Background: an optimization exercise with open tools, aiming at a short achievable clock period and few clock cycles. Do not read the settings as production practice.
Only simulation tests tie the RTL to the original design; equivalence was not proved.
Power is estimated from default activity; no workload was simulated.

==> inputs of 06-17 <==
==> flow/design.v (excerpt) <==
module  RV32core(
        input clk,   
        input rst,   
        output[31:0] imem_addr,
        input[31:0] imem_data,
        output[31:0] dmem_addr,
        output[31:0] dmem_wdata,
        output dmem_we,
        output[1:0] dmem_size,
        input[31:0] dmem_rdata
    );
    reg [31:0] pc_f;
    assign imem_addr = pc_f;
    reg        d_v;
    reg [31:0] d_ir, d_pc;
    reg        d_fhit, d_ft, d_fact;      
    reg [31:0] d_ftgt;                    
    reg        e_v, e_wen;
    reg [4:0]  e_rd;
    reg [31:0] e_a, e_b, e_sd, e_c, e_tgt, e_pc4;
    reg        e_fa_em, e_fa_mw, e_fb_em, e_fb_mw, e_fs_em, e_fs_mw;
    reg        e_sub, e_r_sum, e_r_slt, e_r_sltu, e_r_xor, e_r_or, e_r_and, e_r_sll, e_r_sr, e_r_pass;
    reg        e_sra;
    reg        e_ld, e_st, e_br, e_jal, e_jalr, e_mul, e_div, e_pred;
    reg [31:0] e_pc;
    reg        e_jp;                      
    reg [31:0] e_jc;                      
    reg [2:0]  e_f3;
    reg        m_v, m_wen, m_ld, m_mul, m_mulhi, m_inr, m_we;
    reg [4:0]  m_rd;
    reg [2:0]  m_f3;
    reg [31:0] m_res, m_sd;
    reg [511:0] m_rows;
    reg        m_bu, m_bt;                
    reg [31:0] m_bpc, m_btgt;
  ...
clock: 12.0 ns
lec_check: 0
abc_clock_period_in_ps: 3000
cap_margin: 20
cell_pad_in_sites_detail_placement: 1
cell_pad_in_sites_global_placement: 2
core_margin: 2
core_utilization: 45
place_density: 0.6
setup_slack_margin: 5
slew_margin: 20
synth_memory_max_bits: 16384
run.sh (not shown) runs the stock make flow with config.mk's settings and CLKGATE_MAP_FILE= SYNTH_SCRIPT=/design/flow/synth_recipe.tcl, a recipe that flattens the netlist after the stock synthesis.
==> inputs of 06-20, as changes to 06-17 <==
--- a/flow/design.v
+++ b/flow/design.v
@@ -1072,46 +1072,46 @@
     reg [31:0] w_res;
     reg [63:0] w_ms, w_mc;
     reg [31:0] rf [1:31];
     reg [31:1] rf_ok;
     reg [127:0] bp_v;
-    reg [7:0]   bp_e [0:127];             
-    wire m_bloc = (m_btgt[31:9] == m_bpc[31:9]) & (m_btgt[1:0] == 2'd0) & (m_bpc[1:0] == 2'd0);
+    reg [57:0]  bp_e [0:127];             
     always @(posedge clk or posedge rst) begin
         if (rst) bp_v <= 128'd0;
-        else if (m_bu & m_bloc) bp_v[m_bpc[8:2]] <= 1'b1;
+        else if (m_bu) bp_v[m_bpc[8:2]] <= 1'b1;
     end
     always @(posedge clk) begin
-        if (m_bu & m_bloc) bp_e[m_bpc[8:2]] <= {m_bt, m_btgt[8:2]};
+        if (m_bu) bp_e[m_bpc[8:2]] <= {m_bt, m_btgt, m_bpc[31:9], m_bpc[1:0]};
     end
     wire [6:0]  f_i = pc_f[8:2];
     genvar h;
     generate
         for (h = 0; h < 64; h = h + 1) begin : bt1
-            wire [8:0] x = f_i[0] ? {bp_v[2*h+1], bp_e[2*h+1]} : {bp_v[2*h], bp_e[2*h]};
+            wire [58:0] x = f_i[0] ? {bp_v[2*h+1], bp_e[2*h+1]} : {bp_v[2*h], bp_e[2*h]};
         end
         for (h = 0; h < 32; h = h + 1) begin : bt2
-            wire [8:0] x = f_i[1] ? bt1[2*h+1].x : bt1[2*h].x;
+            wire [58:0] x = f_i[1] ? bt1[2*h+1].x : bt1[2*h].x;
         end
         for (h = 0; h < 16; h = h + 1) begin : bt3
-            wire [8:0] x = f_i[2] ? bt2[2*h+1].x : bt2[2*h].x;
+            wire [58:0] x = f_i[2] ? bt2[2*h+1].x : bt2[2*h].x;
         end
         for (h = 0; h < 8; h = h + 1) begin : bt4
-            wire [8:0] x = f_i[3] ? bt3[2*h+1].x : bt3[2*h].x;
+            wire [58:0] x = f_i[3] ? bt3[2*h+1].x : bt3[2*h].x;
         end
         for (h = 0; h < 4; h = h + 1) begin : bt5
-            wire [8:0] x = f_i[4] ? bt4[2*h+1].x : bt4[2*h].x;
+            wire [58:0] x = f_i[4] ? bt4[2*h+1].x : bt4[2*h].x;
         end
         for (h = 0; h < 2; h = h + 1) begin : bt6
-            wire [8:0] x = f_i[5] ? bt5[2*h+1].x : bt5[2*h].x;
+            wire [58:0] x = f_i[5] ? bt5[2*h+1].x : bt5[2*h].x;
         end
     endgenerate
-    wire [8:0]  f_e = f_i[6] ? bt6[1].x : bt6[0].x;
-    wire        f_v     = f_e[8] & (pc_f[1:0] == 2'd0);
-    wire        f_t     = f_e[7];
+    wire [58:0] f_e = f_i[6] ? bt6[1].x : bt6[0].x;
+    wire        f_v     = f_e[58];
+    wire        f_t     = f_e[57];
     wire        f_act   = f_v & f_t;
-    wire [31:0] f_tgt   = {pc_f[31:9], f_e[6:0], 2'b00};
+    wire [31:0] f_tgt   = f_e[56:25];
+    wire        f_tagok = f_e[24:0] == {pc_f[31:9], pc_f[1:0]};
     wire [63:0] w_prod = w_ms + w_mc;
     wire [31:0] w_val = w_mul ? (w_mulhi ? w_prod[63:32] : w_prod[31:0]) : w_res;
     wire        w_we = w_v & w_wen;
     always @(posedge clk or posedge rst) begin
         if (rst) rf_ok <= 31'd0;
@@ -1219,64 +1219,63 @@
     wire [31:0] tgt_e = e_jalr ? esum : (e_taken ? e_tgt : e_pc4);
     wire [511:0] mul_rows;
     mul_csa1 mul1(.a(ea), .b(eb), .sa(~(e_f3[1] & e_f3[0])), .sb(~e_f3[1]), .rows(mul_rows));
     reg [1:0]  dv_st;            
     reg [31:0] dv_a, dv_b;       
-    reg [5:0]  dv_lza, dv_lzb;   
+    reg [5:0]  dv_k;             
     reg [4:0]  dv_n;             
     reg [31:0] dv_q, dv_r;
     reg [33:0] dv_d3;
     reg        dv_nq, dv_nr, dv_rem;
     wire e_dv = e_v & e_div;
     wire dv_sa = ~e_f3[0] & ea[31];
     wire dv_sb = ~e_f3[0] & eb[31];
     wire [31:0] dv_ma = dv_sa ? -ea : ea;
     wire [31:0] dv_mb = dv_sb ? -eb : eb;
-    wire dv_bz = ~|eb;
     wire [5:0] lza_raw, lzb_raw;
     lzc32 lzc_a(.x(dv_sa ? ~ea : ea), .n(lza_raw));
     lzc32 lzc_b(.x(dv_sb ? ~eb : eb), .n(lzb_raw));
     wire [5:0] lza = (dv_sa && lza_raw != 6'd0) ? lza_raw - 6'd1 : lza_raw;
     wire [5:0] lzb = (dv_sb && lzb_raw == 6'd32) ? 6'd31 : lzb_raw;    
-    wire [6:0] dv_s  = 7'd31 - {1'b0, dv_lzb} + {1'b0, dv_lza};
-    wire [5:0] dv_sc = dv_s[5] ? 6'd32 : {1'b0, dv_s[4:1], 1'b0};
-    wire [63:0] dv_sh = {32'd0, dv_a} << dv_sc;
-    wire [4:0] dv_nn = 5'd16 - dv_sc[5:1];
+    wire [6:0] kraw = {1'b0, lzb} - {1'b0, lza} + 7'd1;
+    wire dv_bz = ~|eb;
+    wire [5:0] kc = (kraw[6] | dv_bz) ? 6'd0 : kraw[5:0];
+    wire [5:0] ke = kc + {5'd0, kc[0]};       
     wire [33:0] dv_r4 = {dv_r, dv_q[31:30]};
     wire [34:0] dv_t1 = {1'b0, dv_r4} - {3'd0, dv_b};
     wire [34:0] dv_t2 = {1'b0, dv_r4} - {2'd0, dv_b, 1'b0};
     wire [34:0] dv_t3 = {1'b0, dv_r4} - {1'b0, dv_d3};
+    wire [63:0] dv_sh = {32'd0, dv_a} << (6'd32 - dv_k);
     assign e_busy = e_dv & (dv_st != 2'd3);
     wire [31:0] dv_qo = dv_nq ? -dv_q : dv_q;
     wire [31:0] dv_ro = dv_nr ? -dv_r : dv_r;
     assign div_out = dv_rem ? dv_ro : dv_qo;
     always @(posedge clk or posedge rst) begin
         if (rst) dv_st <= 2'd0;
         else case (dv_st)
-            2'd0: if (e_dv) dv_st <= dv_bz ? 2'd3 : 2'd1;
-            2'd1: dv_st <= dv_s[5] ? 2'd3 : 2'd2;
+            2'd0: if (e_dv) dv_st <= (ke == 6'd0) ? 2'd3 : 2'd1;
+            2'd1: dv_st <= 2'd2;
             2'd2: if (dv_n == 5'd1) dv_st <= 2'd3;
             default: dv_st <= 2'd0;
         endcase
     end
     always @(posedge clk) begin
         case (dv_st)
             2'd0: begin
                 dv_r <= dv_ma;
-                dv_q <= 32'hffffffff;
+                dv_q <= {32{dv_bz}};
                 dv_a <= dv_ma;
                 dv_b <= dv_mb;
-                dv_lza <= lza;
-                dv_lzb <= lzb;
-                dv_nq <= (dv_sa ^ dv_sb) & ~dv_bz;
+                dv_k <= ke;
+                dv_nq <= (dv_sa ^ dv_sb) & |eb;
                 dv_nr <= dv_sa;
                 dv_rem <= e_f3[1];
             end
             2'd1: begin
                 dv_r <= dv_sh[63:32];
                 dv_q <= dv_sh[31:0];
-                dv_n <= dv_nn;
+                dv_n <= dv_k[5:1];
                 dv_d3 <= {2'd0, dv_b} + {1'b0, dv_b, 1'b0};
             end
             2'd2: begin
                 dv_n <= dv_n - 5'd1;
                 if (~dv_t3[34]) begin
@@ -1336,11 +1335,11 @@
     end
     always @(posedge clk) begin
         if (~redir_e & ~stall_d & ~redir_d) begin
             d_ir <= imem_data;
             d_pc <= pc_f;
-            d_fhit <= f_v;
+            d_fhit <= f_v & f_tagok;
             d_ft <= f_t;
             d_fact <= f_act;
             d_ftgt <= f_tgt;
         end
     end
Settings changed: CORE_UTILIZATION 45 to 35, PLACE_DENSITY 0.6 to 0.55, SETUP_SLACK_MARGIN 5 to default, SYNTH_MEMORY_MAX_BITS 16384 to default.
==> inputs of 07-14, as changes to 06-17 <==
--- a/flow/design.v
+++ b/flow/design.v
@@ -1047,22 +1047,24 @@
     assign imem_addr = pc_f;
     reg        d_v;
     reg [31:0] d_ir, d_pc;
     reg        d_fhit, d_ft, d_fact;      
     reg [31:0] d_ftgt;                    
+    reg [31:0] d_off, d_pc4;              
     reg        e_v, e_wen;
     reg [4:0]  e_rd;
     reg [31:0] e_a, e_b, e_sd, e_c, e_tgt, e_pc4;
     reg        e_fa_em, e_fa_mw, e_fb_em, e_fb_mw, e_fs_em, e_fs_mw;
+    reg        e_xa_em, e_xa_mw, e_xb_em, e_xb_mw;    
     reg        e_sub, e_r_sum, e_r_slt, e_r_sltu, e_r_xor, e_r_or, e_r_and, e_r_sll, e_r_sr, e_r_pass;
     reg        e_sra;
     reg        e_ld, e_st, e_br, e_jal, e_jalr, e_mul, e_div, e_pred;
     reg [31:0] e_pc;
     reg        e_jp;                      
     reg [31:0] e_jc;                      
     reg [2:0]  e_f3;
-    reg        m_v, m_wen, m_ld, m_mul, m_mulhi, m_inr, m_we;
+    reg        m_v, m_wen, m_ld, m_mul, m_mulhi, m_we;
     reg [4:0]  m_rd;
     reg [2:0]  m_f3;
     reg [31:0] m_res, m_sd;
     reg [511:0] m_rows;
     reg        m_bu, m_bt;                
@@ -1138,13 +1140,11 @@
     wire is_mul   = is_md & ~f3[2];
     wire is_div   = is_md & f3[2];
     wire is_alu   = is_opi | (is_op & ~d_ir[25]);
     wire [31:0] imm_i = {{20{d_ir[31]}}, d_ir[31:20]};
     wire [31:0] imm_s = {{20{d_ir[31]}}, d_ir[31:25], d_ir[11:7]};
-    wire [31:0] imm_b = {{19{d_ir[31]}}, d_ir[31], d_ir[7], d_ir[30:25], d_ir[11:8], 1'b0};
     wire [31:0] imm_u = {d_ir[31:12], 12'b0};
-    wire [31:0] imm_j = {{11{d_ir[31]}}, d_ir[31], d_ir[19:12], d_ir[20], d_ir[30:21], 1'b0};
     wire use1 = ~(is_lui | is_auipc | is_jal);
     wire use2 = is_op | is_st | is_br;
     wire wrd  = is_lui | is_auipc | is_jal | is_jalr | is_ld | is_opi | is_op;
     wire wen  = wrd & (rd != 5'd0);
     genvar g;
@@ -1183,18 +1183,18 @@
     wire slow_e = e_ld | e_mul;
     wire hz = d_v & ((e_v & slow_e & e_wen & ((use1 & e_rd == rs1) | (use2 & e_rd == rs2))) |
                      (m_v & m_mul & m_wen & ((use1 & m_rd == rs1) | (use2 & m_rd == rs2))));
     wire pred_br = d_fhit ? d_ft : (d_ir[31] | f3[0]);
     wire pred_d  = is_jal | (is_br & pred_br);
-    wire [31:0] d_off = is_auipc ? imm_u : is_jal ? imm_j : imm_b;
     wire [31:0] d_tgt = d_pc + d_off;
-    wire [31:0] d_pc4 = d_pc + 32'd4;
     wire e_busy;
     wire [31:0] div_out;
     wire [31:0] ea = e_fa_em ? m_res : e_fa_mw ? w_res : e_a;
     wire [31:0] eb = e_fb_em ? m_res : e_fb_mw ? w_res : e_b;
     wire [31:0] es = e_fs_em ? m_res : e_fs_mw ? w_res : e_sd;
+    wire [31:0] xa = e_xa_em ? m_res : e_xa_mw ? w_res : e_a;
+    wire [31:0] xb = e_xb_em ? m_res : e_xb_mw ? w_res : e_b;
     wire [31:0] ebx = e_sub ? ~eb : eb;
     wire [32:0] esum33 = {1'b0, ea} + {1'b0, ebx} + {32'd0, e_sub};
     wire [31:0] esum = esum33[31:0];
     wire e_eq  = ea == eb;
     wire e_ltu = ~esum33[32];
@@ -1216,27 +1216,27 @@
     wire e_taken = e_cond ^ e_f3[0];
     wire e_jok   = e_jp & (ea == e_jc);
     wire redir_e = e_v & ((e_jalr & ~e_jok) | (e_br & (e_taken ^ e_pred)));
     wire [31:0] tgt_e = e_jalr ? esum : (e_taken ? e_tgt : e_pc4);
     wire [511:0] mul_rows;
-    mul_csa1 mul1(.a(ea), .b(eb), .sa(~(e_f3[1] & e_f3[0])), .sb(~e_f3[1]), .rows(mul_rows));
+    mul_csa1 mul1(.a(xa), .b(xb), .sa(~(e_f3[1] & e_f3[0])), .sb(~e_f3[1]), .rows(mul_rows));
     reg [1:0]  dv_st;            
     reg [31:0] dv_a, dv_b;       
     reg [5:0]  dv_lza, dv_lzb;   
     reg [4:0]  dv_n;             
     reg [31:0] dv_q, dv_r;
     reg [33:0] dv_d3;
     reg        dv_nq, dv_nr, dv_rem;
     wire e_dv = e_v & e_div;
-    wire dv_sa = ~e_f3[0] & ea[31];
-    wire dv_sb = ~e_f3[0] & eb[31];
-    wire [31:0] dv_ma = dv_sa ? -ea : ea;
-    wire [31:0] dv_mb = dv_sb ? -eb : eb;
-    wire dv_bz = ~|eb;
+    wire dv_sa = ~e_f3[0] & xa[31];
+    wire dv_sb = ~e_f3[0] & xb[31];
+    wire [31:0] dv_ma = dv_sa ? -xa : xa;
+    wire [31:0] dv_mb = dv_sb ? -xb : xb;
+    wire dv_bz = ~|xb;
     wire [5:0] lza_raw, lzb_raw;
-    lzc32 lzc_a(.x(dv_sa ? ~ea : ea), .n(lza_raw));
-    lzc32 lzc_b(.x(dv_sb ? ~eb : eb), .n(lzb_raw));
+    lzc32 lzc_a(.x(dv_sa ? ~xa : xa), .n(lza_raw));
+    lzc32 lzc_b(.x(dv_sb ? ~xb : xb), .n(lzb_raw));
     wire [5:0] lza = (dv_sa && lza_raw != 6'd0) ? lza_raw - 6'd1 : lza_raw;
     wire [5:0] lzb = (dv_sb && lzb_raw == 6'd32) ? 6'd31 : lzb_raw;    
     wire [6:0] dv_s  = 7'd31 - {1'b0, dv_lzb} + {1'b0, dv_lza};
     wire [5:0] dv_sc = dv_s[5] ? 6'd32 : {1'b0, dv_s[4:1], 1'b0};
     wire [63:0] dv_sh = {32'd0, dv_a} << dv_sc;
@@ -1297,21 +1297,27 @@
                 end
             end
             default: ;
         endcase
     end
+    wire m_inr = ~|m_res[31:7];
     wire [31:0] m_ld_val =
         ~m_inr ? 32'd0 :
         m_f3[1] ? dmem_rdata :
         m_f3[0] ? {m_f3[2] ? 16'd0 : {16{dmem_rdata[15]}}, dmem_rdata[15:0]} :
                   {m_f3[2] ? 24'd0 : {24{dmem_rdata[7]}}, dmem_rdata[7:0]};
     wire [63:0] m_ms, m_mc;
     mul_csa2 mul2(.rows(m_rows), .s(m_ms), .c(m_mc));
     assign dmem_addr  = m_res;
     assign dmem_wdata = m_sd;
     assign dmem_size  = m_f3[1:0];
-    assign dmem_we    = m_we;
+    assign dmem_we    = m_we & m_inr;
+    wire [31:0] f_pc4 = pc_f + 32'd4;
+    wire [6:0]  f_opc = imem_data[6:0];
+    wire [31:0] f_off = (f_opc == 7'b0010111) ? {imem_data[31:12], 12'b0} :
+                        (f_opc == 7'b1101111) ? {{11{imem_data[31]}}, imem_data[31], imem_data[19:12], imem_data[20], imem_data[30:21], 1'b0} :
+                        {{19{imem_data[31]}}, imem_data[31], imem_data[7], imem_data[30:25], imem_data[11:8], 1'b0};
     wire stall_d = e_busy | hz;
     wire redir_d = d_v & ~stall_d & ((is_jal | is_br) ? ((pred_d ^ d_fact) | (pred_d & ~d_fhit)) :
                                      (~is_jalr & d_fact));
     wire [31:0] tgt_d = pred_d ? d_tgt : d_pc4;
     always @(posedge clk or posedge rst) begin
@@ -1327,19 +1333,21 @@
             if (redir_d) begin
                 pc_f <= tgt_d;
                 d_v <= 1'b0;
             end
             else begin
-                pc_f <= f_act ? f_tgt : pc_f + 32'd4;
+                pc_f <= f_act ? f_tgt : f_pc4;
                 d_v <= 1'b1;
             end
         end
     end
     always @(posedge clk) begin
-        if (~redir_e & ~stall_d & ~redir_d) begin
+        if (~stall_d) begin
             d_ir <= imem_data;
             d_pc <= pc_f;
+            d_pc4 <= f_pc4;
+            d_off <= f_off;
             d_fhit <= f_v;
             d_ft <= f_t;
             d_fact <= f_act;
             d_ftgt <= f_tgt;
         end
@@ -1362,10 +1370,14 @@
             e_fa_mw <= use1 & fm1;
             e_fb_em <= use2 & ~is_st & fe2;
             e_fb_mw <= use2 & ~is_st & fm2;
             e_fs_em <= fe2;
             e_fs_mw <= fm2;
+            e_xa_em <= is_md & fe1;
+            e_xa_mw <= is_md & fm1;
+            e_xb_em <= is_md & fe2;
+            e_xb_mw <= is_md & fm2;
             e_sub <= is_br | (is_op & f3 == 3'd0 & d_ir[30]) | ((is_op | is_opi) & f3[2:1] == 2'b01);
             e_r_sum <= is_ld | is_st | (is_alu & f3 == 3'd0);
             e_r_slt <= is_alu & f3 == 3'd2;
             e_r_sltu <= is_alu & f3 == 3'd3;
             e_r_xor <= is_alu & f3 == 3'd4;
@@ -1396,20 +1408,19 @@
             m_bu <= 1'b0;
         end
         else begin
             m_v <= e_v & ~e_busy;
             m_bu <= e_v & (e_br | e_jal | e_jalr);
-            m_we <= e_v & ~e_busy & e_st & ~|esum[31:7];
+            m_we <= e_v & ~e_busy & e_st;
         end
     end
     always @(posedge clk) begin
         m_wen <= e_wen;
         m_rd <= e_rd;
         m_ld <= e_ld;
         m_mul <= e_mul;
         m_mulhi <= e_f3 != 3'd0;
-        m_inr <= ~|esum[31:7];
         m_f3 <= e_f3;
         m_res <= e_res;
         m_sd <= es;
         m_rows <= mul_rows;
         m_bt <= e_taken | e_jal | e_jalr;
==> notes <==
Against 07-14, the cell area of 06-17 is smaller by 2.2%.
Routed wire length: 06-17 is lower than 07-14 (0.80%).
Of 07-14 and 06-17, 07-14 has the higher fmax (gap about 1.5%, measured against 06-17).
In 07-14 the count of clock-buffer cells in the layout is higher than in 06-17, by 59.
Against 07-14, the register-to-register slack of 06-17 is lower by 0.10 ns.
In 07-14 the global-route usage is lower than in 06-17, by 0.56 points.
In 07-14 the clock skew is lower than in 06-17, by 0.00077 ns.
07-14 finished clean. 06-20 aborted during synthesis (1_2_yosys). 06-17 finished with timing, DRC and antenna clean.
==> figures <==
Outcome: 06-17 no timing/DRC/antenna violations; 06-20 stopped before the end; 07-14 no timing/DRC/antenna violations
Last stage reached: 06-17 -; 06-20 synthesis (1_2_yosys); 07-14 -
Count of boundary I/O pins: 06-17 165; 06-20 -; 07-14 165
Area of the multi-input gates: 06-17 91200 um2; 06-20 -; 07-14 93700 um2
Power drawn by the clock network: 06-17 11.7 mW; 06-20 -; 07-14 12.2 mW
Total of clock buffers placed in the layout: 06-17 448; 06-20 -; 07-14 507
Critical Path RT: 06-17 12.81 ns; 06-20 -; 07-14 12.86 ns
Worst Setup Start Kind: 06-17 register; 06-20 -; 07-14 register
Share of power burned in combinational logic: 06-17 56.6%; 06-20 -; 07-14 46.1%
Total power of the final layout: 06-17 69.5 mW; 06-20 -; 07-14 55.1 mW
Synth top area share: 06-17 39.7%; 06-20 -; 07-14 39.8%
Slack of the worst reg-to-reg path: 06-17 5.22 ns; 06-20 -; 07-14 5.32 ns
Delay of the slowest cell on the worst path: 06-17 0.72 ns; 06-20 -; 07-14 0.43 ns
Vias per inst: 06-17 6.17; 06-20 -; 07-14 6.18
Initial antenna violation count: 06-17 62; 06-20 -; 07-14 45
Clock slew at reported path FFs: 06-17 0.06 ns; 06-20 -; 07-14 0.06 ns
Maximum resistive drop on vdd: 06-17 0.297 mV; 06-20 -; 07-14 0.344 mV
Testbench counts of 06-17, summed over its fixed seeds: cycles 53,700.
Testbench counts of 06-20, summed over its fixed seeds: cycles 53,419.
Testbench counts of 07-14, summed over its fixed seeds: cycles 53,700.

==> what the ideal ports hide <==
The flow's constraints put no driver on any port. The routed layouts listed below were extracted and timed again, unchanged, in two steps. Step 1 (the two cells are an assumption about what drives the block):
set clk [get_ports {clk}]
set_driving_cell -lib_cell sky130_fd_sc_hd__clkbuf_16 $clk
set_driving_cell -lib_cell sky130_fd_sc_hd__buf_2 [delete_from_list [all_inputs] $clk]
Step 2, shift: input delay + t, output delay - t, t = (earliest + latest rising clock arrival at the registers) / 2. This alone moves slack from input paths to output paths. a / b / c = ideal / step 1 / step 2; a / b = the first two.
run	shift t [ns]	slack for setup (ns)	clock arrival spread, ns	worst register clock-pin slew, ns	worst data-port slew with drivers (ns)
06-17	1.073	5.220 / 5.220 / 5.220	0.104 / 0.104	0.08 / 0.08	0.22
07-14	1.117	5.322 / 5.322 / 5.322	0.107 / 0.108	0.08 / 0.08	0.07
After both steps every run listed still meets setup and hold.
